Context: an optimization exercise on an open-source flow, tuned for small area and a short achievable clock period. The choices shown serve that exercise and are no tape-out recipe.
Only simulation tests tie the RTL to the original design; equivalence was not proved.
Power is estimated from default activity; no workload was simulated.

## riscv_top
module riscv_top(clk, rst, imem_addr, imem_rdata, dmem_addr, dmem_wdata, dmem_we, dmem_re, dmem_rdata, wb_en, wb_addr, wb_data);
Size: roughly 4400 cells after synthesis, about 1400 flip-flops, ~200 I/O pins.
clock: 8.0 ns
lec_check: 0
cap_margin: 20
core_margin: 2
core_utilization: 55
setup_slack_margin: 5.0
slew_margin: 20
standard.sh (not shown) runs the stock make flow with config.mk's settings and CLKGATE_MAP_FILE= SYNTH_SCRIPT=/design/flow/synth_recipe.tcl, a recipe that flattens the netlist after the stock synthesis.
==> flow/flow/run.sh <==
#!/bin/bash
set -euo pipefail
export BUFFER_PORTS_ARGS="-buffer_cell sky130_fd_sc_hd__buf_4"
bash standard.sh finish > standard_flow.log 2>&1
Rerun with:
--- a/flow/design.v
+++ b/flow/design.v
@@ -9,18 +9,19 @@
 	output [4:0] wb_addr;
 	output [31:0] wb_data;
 	reg [31:1] PC;                  
 	reg        vD;                  
 	reg [31:0] IR;
 	reg [31:1] S1D, S2D;            
 	reg        SAM, SAW, SAB;       
 	reg        SBI, SBM, SBW, SBR, SBB;  
 	reg        SST;                 
+	reg        SJ;                  
 	reg [31:1] PCD;
 	reg        RegWriteE, MemReadE, MemWriteE, BeqE, BneE, JalE, Ldx0E;
 	reg        AddE, SubE, OrE;
 	reg [4:0]  RdE;
 	reg [31:0] AE, BE, XE;          
 	reg        RegWriteM, MemReadM, MemWriteM, TakenM;
 	reg [4:0]  RdM;
 	reg [31:0] ResM, XM;
 	reg        RegWriteW;
@@ -64,45 +65,45 @@
 		SAM <= fAMn;
 		SAW <= !fAMn & fAWn;
 		SAB <= !fAMn & !fAWn & fABn;
 		SBI <= ALUSrcF;
 		SBM <= !ALUSrcF & fBMn;
 		SBW <= !ALUSrcF & !fBMn & fBWn;
 		SBR <= !ALUSrcF & !fBMn & !fBWn;
 		SBB <= fBBn;
 		SST <= isStoreF;
+		SJ <= (opF == 7'b1101111);
 	end
 	assign imem_addr = {PC, 1'b0};
 	wire [6:0] op = IR[6:0];
 	wire [2:0] f3 = IR[14:12];
 	wire [6:0] f7 = IR[31:25];
 	wire [4:0] rd = IR[11:7];
 	wire isLoad  = (op == 7'b0000011);
 	wire isOpImm = (op == 7'b0010011);
 	wire isOp    = (op == 7'b0110011);
 	wire isStore = (op == 7'b0100011);
 	wire isBr    = (op == 7'b1100011);
-	wire isJal   = (op == 7'b1101111);
 	wire vDe = vD & !TakenM;
 	wire f3_000 = (f3 == 3'b000);
 	wire f3_111 = (f3 == 3'b111);
 	wire f3_110 = (f3 == 3'b110);
 	wire f7z = (f7 == 7'b0000000);
 	wire f7o = (f7 == 7'b1111111);
 	wire f7s = (f7 == 7'b0100000);
 	wire kA = (f7z & f3_000) | (f7o & f3_111);
 	wire addD = (!isOp & !isBr & kA) | (isOp & f7z & f3_000);
 	wire subD = (isBr & kA) | (isOp & f7s & f3_000);
 	wire orD  = !isBr & f7z & f3_110;
 	wire [31:0] immI = {{20{IR[31]}}, IR[31:20]};
 	wire [31:1] immB = {{20{IR[31]}}, IR[7], IR[30:25], IR[11:8]};
 	wire [31:1] immJ = {{12{IR[31]}}, IR[19:12], IR[20], IR[30:21]};
-	wire [31:1] targetD = PCD + (isJal ? immJ : immB);
+	wire [31:1] targetD = PCD + (SJ ? immJ : immB);
 	reg [31:0] rA, rB;
 	integer k;
 	always @(*) begin
 		rA = 32'd0;
 		rB = 32'd0;
 		for (k = 1; k < 32; k = k + 1) begin
 			rA = rA | ({32{S1D[k]}} & rf[32*k +: 32]);
 			rB = rB | ({32{S2D[k]}} & rf[32*k +: 32]);
 		end
@@ -121,34 +122,34 @@
 			BneE <= 1'b0;
 			JalE <= 1'b0;
 			Ldx0E <= 1'b0;
 		end else begin
 			RegWriteE <= vDe & (isOp | isOpImm | isLoad);
 			MemReadE <= vDe & isLoad;
 			MemWriteE <= vDe & isStore;
 			BeqE <= vDe & isBr & (f3 == 3'b000);
 			BneE <= vDe & isBr & (f3 == 3'b001);
-			JalE <= vDe & isJal;
+			JalE <= vDe & SJ;
 			Ldx0E <= vDe & isLoad & (rd == 5'd0);
 		end
 	end
 	always @(posedge clk) begin
 		AddE <= addD;
 		SubE <= subD;
 		OrE <= orD;
 		RdE <= rd;
 		AE <= ({32{SAM}} & ALUout) | A_early;
-		BE <= ({32{SBM}} & ALUout) | B_early;
+		BE <= (({32{SBM}} & ALUout) | B_early) ^ {32{subD}};    
 		XE <= SST ? SDv : {targetD, 1'b0};
 	end
-	wire [31:0] sum = AE + (SubE ? ~BE : BE) + {31'd0, SubE};
+	wire [31:0] sum = AE + BE + {31'd0, SubE};
 	assign ALUout = (AddE | SubE) ? sum : OrE ? (AE | BE) : (AE & BE);
-	wire zero = SubE ? (AE == BE) : ((AE & BE) == 32'd0);
+	wire zero = SubE ? ((AE ^ BE) == 32'hffffffff) : ((AE & BE) == 32'd0);
 	always @(posedge clk or negedge rst) begin
 		if (!rst) begin
 			RegWriteM <= 1'b0;
 			MemReadM <= 1'b0;
 			MemWriteM <= 1'b0;
 			TakenM <= 1'b0;
 		end else begin
 			RegWriteM <= !kill & RegWriteE;
 			MemReadM <= !kill & MemReadE;
Effect:
- total power hardly moves
- design area is lower by 1.9%
- routed wire length is lower by 1.1%
- fmax is higher by about 14%
- utilization is lower by 0.43 points
- register-to-register slack improved by 0.44 ns
- worst setup slack improved by 0.44 ns
- critical path depth is lower by 9
- sequential power stays flat

==> static timing again, ports no longer ideal <==
How much do the figures lean on ideal ports? The routed layouts below were timed once more, with nothing changed but the port constraints. Step 1 (the two cells are an assumption about what drives the block):
set clk [get_ports {clk}]
set_driving_cell -lib_cell sky130_fd_sc_hd__clkbuf_16 $clk
set_driving_cell -lib_cell sky130_fd_sc_hd__buf_2 [delete_from_list [all_inputs] $clk]
Step 2, shift: input delay + t, output delay - t, t = (earliest + latest rising clock arrival at the registers) / 2. This alone moves slack from input paths to output paths. Slacks: no drivers / after step 1 / after step 2; pairs: no drivers / after step 1.
run | t, ns | setup slack, ns | worst setup path at the end
the first run | 0.862 | 4.349 / 4.349 / 4.349 | register to register
the second run | 0.865 | 4.794 / 4.794 / 4.183 | input to register
After both steps every run listed still meets setup and hold. For the second run, which loses most, drivers alone change the setup slack by 0.000 ns; drivers and shift together by -0.611 ns.
